From an optimization exercise on the open Yosys and OpenROAD flow, aimed at small area; shortcuts taken in it are not production practice. In this exercise RTL edits were held to simulation tests only and were not proved equivalent to the original.

Design connect4, start of the top module:
module connect4(
    input clk,
    input reset,
    input right,
    input left,
    input enter,
    output h_sync,
    output v_sync,
    output [3:0] red,
    output [3:0] green,
    output [3:0] blue,
    output [1:0] win
    );
==> module connect4, before the edit <==
module connect4(
    input clk,
    input reset,
    input right,
    input left,
    input enter,
    output h_sync,
    output v_sync,
    output [3:0] red,
    output [3:0] green,
    output [3:0] blue,
    output [1:0] win
    );
    integer c, r;
    reg q1, q2;
    wire change = q2 & ~q1;
    wire sel = ~q2 & q1;
    wire won;
    always @(posedge clk or posedge reset)
        if (reset) begin
            q1 <= 1'b0; q2 <= 1'b0;
        end else begin
            q1 <= (~q1 & enter) | (q1 & ~enter) | (q2 & ~q1);
            q2 <= (~q2 & q1 & enter) | (q2 & ~q1 & won) | (q2 & q1 & ~enter);
        end
    reg player;
    always @(posedge clk or posedge reset)
        if (reset) player <= 1'b0;
        else if (change) player <= ~player;
    reg [2:0] A;
    always @(posedge clk or posedge reset)
        if (reset) A <= 3'd0;
        else if (sel) begin
            if (right & ~left) A <= (A == 3'd6) ? 3'd0 : A + 3'd1;
            else if (left & ~right) A <= (A == 3'd0) ? 3'd6 : A - 3'd1;
        end
    reg [6:0] bd [0:6];
    reg F, W;
    reg [5:0] occ [0:6];
    reg [5:0] M [0:6];
    always @(*)
        for (c = 0; c < 7; c = c + 1)
            for (r = 0; r < 6; r = r + 1) begin
                occ[c][r] = |(bd[c] >> (r + 1));
                M[c][r] = occ[c][r] & (bd[c][r] ^ player);
            end
    wire drop = change & ~F;
    always @(posedge clk or posedge reset)
        if (reset) begin
            for (c = 0; c < 7; c = c + 1) bd[c] <= 7'b0000001;
        end else begin
            for (c = 0; c < 7; c = c + 1)
                if (drop && A == c) begin
                    if (~occ[c][0]) bd[c][0] <= player;
                    for (r = 1; r < 6; r = r + 1)
                        if (~occ[c][r]) bd[c][r] <= bd[c][r] ? player : bd[c][r-1];
                    bd[c][6] <= bd[c][6] | bd[c][5];
                end
        end
    reg wm;
    always @(*) begin
        wm = 1'b0;
        for (c = 0; c < 7; c = c + 1)
            for (r = 0; r < 3; r = r + 1)
                wm = wm | (M[c][r] & M[c][r+1] & M[c][r+2] & M[c][r+3]);
        for (c = 0; c < 4; c = c + 1)
            for (r = 0; r < 6; r = r + 1)
                wm = wm | (M[c][r] & M[c+1][r] & M[c+2][r] & M[c+3][r]);
        for (c = 0; c < 4; c = c + 1)
            for (r = 0; r < 3; r = r + 1) begin
                wm = wm | (M[c][r] & M[c+1][r+1] & M[c+2][r+2] & M[c+3][r+3]);
                wm = wm | (M[c][r+3] & M[c+1][r+2] & M[c+2][r+1] & M[c+3][r]);
            end
    end
    assign won = F | wm;
    assign win = {won, F ? W : (wm & ~player)};
    always @(posedge clk or posedge reset)
        if (reset) begin
            F <= 1'b0; W <= 1'b0;
        end else if (~F) begin
            F <= wm; W <= ~player;
        end
    reg [1:0] s;
    wire pe = ~s[1] & s[0];
    reg [2:0] k;
    reg [6:0] o;
    reg [2:0] j;
    reg [6:0] u;
    wire oz = (o == 7'd0);
    wire uz = (u == 7'd0);
    wire hwrap = (k == 3'd7) & oz;
    reg [6:0] ol, ul;
    always @(*) begin
        case (k)
            3'd7, 3'd1, 3'd3: ol = 7'd91;
            3'd0, 3'd2, 3'd4: ol = 7'd90;
            3'd5: ol = 7'd127;
            default: ol = 7'd122;
        endcase
        case (j)
            3'd7, 3'd0, 3'd2, 3'd4: ul = 7'd68;
            3'd1, 3'd3: ul = 7'd67;
            3'd5: ul = 7'd66;
            default: ul = 7'd45;
        endcase
    end
    always @(posedge clk or posedge reset)
        if (reset) begin
            s <= 2'b00; k <= 3'd7; o <= 7'd0; j <= 3'd7; u <= 7'd1;
        end else begin
            s <= {s[0], ~s[1]};
            if (pe) begin
                if (oz) begin
                    k <= k + 3'd1; o <= ol;
                end else
                    o <= o - 7'd1;
                if (hwrap) begin
                    if (uz) begin
                        j <= j + 3'd1; u <= ul;
                    end else
                        u <= u - 7'd1;
                end
            end
        end
    assign h_sync = ~(((k == 3'd6) & (o <= 7'd21)) | ((k == 3'd7) & (o >= 7'd49)));
    assign v_sync = ~((j == 3'd7) & ((u == 7'd34) | (u == 7'd35)));
    wire cellx = ((k <= 3'd5) & (o >= 7'd2)) | ((k == 3'd6) & (o >= 7'd39));
    wire vl = (k <= 3'd5) & (o <= 7'd1);
    wire xb = ((k == 3'd6) & (o == 7'd38)) | hwrap;
    wire hl = ((j <= 3'd5) & (u <= 7'd1)) | ((j >= 3'd6) & uz);
    wire rowon = (j <= 3'd5) & (u >= 7'd2);
    wire cur = (j == 3'd6) & ~uz;
    wire yg = (j != 3'd0);
    reg [6:0] kc;
    reg selb, selo;
    always @(*) begin
        kc = 7'd0;
        for (c = 0; c < 7; c = c + 1)
            kc = kc | ({7{k == c}} & bd[c]);
        selb = 1'b0; selo = 1'b0;
        for (r = 0; r < 6; r = r + 1)
            if (j == r) begin
                selb = kc[r];
                selo = |(kc >> (r + 1));
            end
    end
    wire curs = cur & cellx & (k == A);
    wire white = xb | (vl & yg) | hl;
    wire cellon = cellx & rowon;
    wire cred = F ? W : (selo & selb);
    wire cblue = F ? ~W : (selo & ~selb);
    wire nR = white | (cellon & cred) | (curs & player);
    wire nB = white | (cellon & cblue) | (curs & ~player);
    reg cR, cB;
    always @(posedge clk or posedge reset)
        if (reset) begin
            cR <= 1'b0; cB <= 1'b0;
        end else if (pe) begin
            cR <= nR; cB <= nB;
        end
    assign red = {4{cR}};
    assign blue = {4{cB}};
    assign green = {4{cR & cB}};
endmodule
Settings: LEC_CHECK=0, CAP_MARGIN=20, CORE_MARGIN=2, CORE_UTILIZATION=75, SLEW_MARGIN=20; clock period 10.0 ns.
standard.sh (not shown) runs the stock make flow with config.mk's settings and CLKGATE_MAP_FILE= SYNTH_SCRIPT=/design/flow/synth_recipe.tcl, a recipe that flattens the netlist after the stock synthesis.
==> flow/flow/run.sh <==
#!/bin/bash
# Own layout flow: the standard ORFS flow (standard.sh) with a different
# logic synthesis step:
#  - Yosys's half/full adder extraction is off (ha/fa cells marked don't-use),
#    so all logic is mapped by ABC;
#  - ABC runs the area-oriented script flow/abc_area.script;
#  - no insbuf buffers between output ports; clock tree of clkbuf_8 without
#    dummy loads; port buffers are buf_1.
# Everything else (floorplan, power grid, placement, CTS, routing) is the
# standard flow unchanged. Each tool's output goes to a log in this folder.
set -euo pipefail
HERE=$(pwd)
FLOWDIR=$HERE/flow

# synthesis script: ORFS's synth.tcl with the ABC script swapped
sed "s|log_cmd abc {\*}\$abc_args|set abc_args [lreplace \$abc_args 1 1 $FLOWDIR/abc_area.script]\n  log_cmd abc {*}\$abc_args|" \
    "$FLOW_HOME/scripts/synth.tcl" > "$HERE/synth_custom.tcl"
grep -q "abc_area.script" "$HERE/synth_custom.tcl"
# wrapper, as synth_recipe.tcl does it (synth -nofsm -noshare, flatten, rename)
sed "s|source \$::env(SCRIPTS_DIR)/synth.tcl|source $HERE/synth_custom.tcl|" synth_recipe.tcl > "$HERE/my_synth.tcl"
grep -q "synth_custom.tcl" "$HERE/my_synth.tcl"

cp config.mk "$HERE/my_config.mk"
echo "export DONT_USE_CELLS = sky130_fd_sc_hd__ha_1 sky130_fd_sc_hd__ha_2 sky130_fd_sc_hd__ha_4 sky130_fd_sc_hd__fa_1 sky130_fd_sc_hd__fa_2 sky130_fd_sc_hd__fa_4" >> "$HERE/my_config.mk"
# no buffers between output ports that carry the same signal (each port still
# gets its own port buffer at placement)
echo "export SYNTH_INSBUF = 0" >> "$HERE/my_config.mk"
# port buffers: one buf_1 on every input and output port
echo "export BUFFER_PORTS_ARGS = -inputs -outputs -buffer_cell sky130_fd_sc_hd__buf_1" >> "$HERE/my_config.mk"
# clock tree: clkbuf_8 buffers, no dummy loads
echo "export CTS_ARGS = -sink_clustering_enable -repair_clock_nets -buf_list sky130_fd_sc_hd__clkbuf_8 -root_buf sky130_fd_sc_hd__clkbuf_8 -dont_use_dummy_load" >> "$HERE/my_config.mk"

sed -e "s|DESIGN_CONFIG=[^ ]*|DESIGN_CONFIG=$HERE/my_config.mk|" \
    -e "s|SYNTH_SCRIPT=[^ ]*|SYNTH_SCRIPT=$HERE/my_synth.tcl|" standard.sh > "$HERE/my_standard.sh"
grep -q "my_synth.tcl" "$HERE/my_standard.sh"

bash "$HERE/my_standard.sh" > "$HERE/orfs_flow.log" 2>&1
==> flow/flow/abc_area.script <==
&get -n
&st
&deepsyn -J 100 -T 600
&dch -f
&nf -a -R 1000 -F 16 -A 16 -C 32
&put
The first run completed without violations.
Next try:
--- a/flow/design.v
+++ b/flow/design.v
@@ -58,19 +58,30 @@
                 end
         end
-    reg wm;
-    always @(*) begin
-        wm = 1'b0;
-        for (c = 0; c < 7; c = c + 1)
-            for (r = 0; r < 3; r = r + 1)
-                wm = wm | (M[c][r] & M[c][r+1] & M[c][r+2] & M[c][r+3]);
-        for (c = 0; c < 4; c = c + 1)
-            for (r = 0; r < 6; r = r + 1)
-                wm = wm | (M[c][r] & M[c+1][r] & M[c+2][r] & M[c+3][r]);
-        for (c = 0; c < 4; c = c + 1)
-            for (r = 0; r < 3; r = r + 1) begin
-                wm = wm | (M[c][r] & M[c+1][r+1] & M[c+2][r+2] & M[c+3][r+3]);
-                wm = wm | (M[c][r+3] & M[c+1][r+2] & M[c+2][r+1] & M[c+3][r]);
-            end
-    end
+    wire wm =
+        (M[0][2] & M[0][3] & ((M[0][1] & (M[0][0] | M[0][4])) | (M[0][4] & M[0][5]))) |
+        (M[1][2] & M[1][3] & ((M[1][1] & (M[1][0] | M[1][4])) | (M[1][4] & M[1][5]))) |
+        (M[2][2] & M[2][3] & ((M[2][1] & (M[2][0] | M[2][4])) | (M[2][4] & M[2][5]))) |
+        (M[3][2] & M[3][3] & ((M[3][1] & (M[3][0] | M[3][4])) | (M[3][4] & M[3][5]))) |
+        (M[4][2] & M[4][3] & ((M[4][1] & (M[4][0] | M[4][4])) | (M[4][4] & M[4][5]))) |
+        (M[5][2] & M[5][3] & ((M[5][1] & (M[5][0] | M[5][4])) | (M[5][4] & M[5][5]))) |
+        (M[6][2] & M[6][3] & ((M[6][1] & (M[6][0] | M[6][4])) | (M[6][4] & M[6][5]))) |
+        (M[3][0] & ((M[2][0] & ((M[1][0] & (M[0][0] | M[4][0])) | (M[4][0] & M[5][0]))) | (M[4][0] & M[5][0] & M[6][0]))) |
+        (M[3][1] & ((M[2][1] & ((M[1][1] & (M[0][1] | M[4][1])) | (M[4][1] & M[5][1]))) | (M[4][1] & M[5][1] & M[6][1]))) |
+        (M[3][2] & ((M[2][2] & ((M[1][2] & (M[0][2] | M[4][2])) | (M[4][2] & M[5][2]))) | (M[4][2] & M[5][2] & M[6][2]))) |
+        (M[3][3] & ((M[2][3] & ((M[1][3] & (M[0][3] | M[4][3])) | (M[4][3] & M[5][3]))) | (M[4][3] & M[5][3] & M[6][3]))) |
+        (M[3][4] & ((M[2][4] & ((M[1][4] & (M[0][4] | M[4][4])) | (M[4][4] & M[5][4]))) | (M[4][4] & M[5][4] & M[6][4]))) |
+        (M[3][5] & ((M[2][5] & ((M[1][5] & (M[0][5] | M[4][5])) | (M[4][5] & M[5][5]))) | (M[4][5] & M[5][5] & M[6][5]))) |
+        (M[0][2] & M[1][3] & M[2][4] & M[3][5]) |
+        (M[1][2] & M[2][3] & M[3][4] & (M[0][1] | M[4][5])) |
+        (M[2][2] & M[3][3] & ((M[1][1] & (M[0][0] | M[4][4])) | (M[4][4] & M[5][5]))) |
+        (M[3][2] & M[4][3] & ((M[2][1] & (M[1][0] | M[5][4])) | (M[5][4] & M[6][5]))) |
+        (M[3][1] & M[4][2] & M[5][3] & (M[2][0] | M[6][4])) |
+        (M[3][0] & M[4][1] & M[5][2] & M[6][3]) |
+        (M[0][3] & M[1][2] & M[2][1] & M[3][0]) |
+        (M[1][3] & M[2][2] & M[3][1] & (M[0][4] | M[4][0])) |
+        (M[2][3] & M[3][2] & ((M[1][4] & (M[0][5] | M[4][1])) | (M[4][1] & M[5][0]))) |
+        (M[3][3] & M[4][2] & ((M[2][4] & (M[1][5] | M[5][1])) | (M[5][1] & M[6][0]))) |
+        (M[3][4] & M[4][3] & M[5][2] & (M[2][5] | M[6][1])) |
+        (M[3][5] & M[4][4] & M[5][3] & M[6][2]);
     assign won = F | wm;
     assign win = {won, F ? W : (wm & ~player)};
The new run finished clean.
Die area goes down by 0.66%.
Core utilization grows by 0.47 points.
Register-to-register slack improved by 0.02 ns.
Non-clock buffer count rose by 2.
Synthesized area goes down by 0.69%.
Worst hold slack improves by 0.021 ns.
Worst setup slack gains 0.23 ns.
Global-route usage shrinks by 0.17 points.
Flip-flop and latch count is unchanged.

separate check: timing with driven ports:
The flow's constraints put no driver on any port. The routed layouts listed below were extracted and timed again, unchanged, in two steps.
Step 1 sets driving cells, clkbuf_16 on the clock port and buf_2 on the other inputs (assumed; they add their load-dependent delay and slew).
Step 2 moves the port delays by t, midway between the first and last clock arrival at a register: inputs arrive t later, outputs are due t later. That takes back most of the time a late clock gives input paths.
a / b / c = no drivers / after step 1 / after step 2; a / b = the first two.
| run | t (ns) | setup slack, ns | worst hold slack (ns) | worst data-port slew with drivers (ns) | cell pins on the clock port's net |
|---|---|---|---|---|---|
| the first run | 0.370 | 3.937 / 3.904 / 4.274 | 0.393 / 0.393 / 0.393 | 0.03 | 1 |
| the second run | 0.370 | 4.172 / 4.140 / 4.510 | 0.414 / 0.414 / 0.414 | 0.03 | 1 |
After both steps every run listed still meets setup and hold.
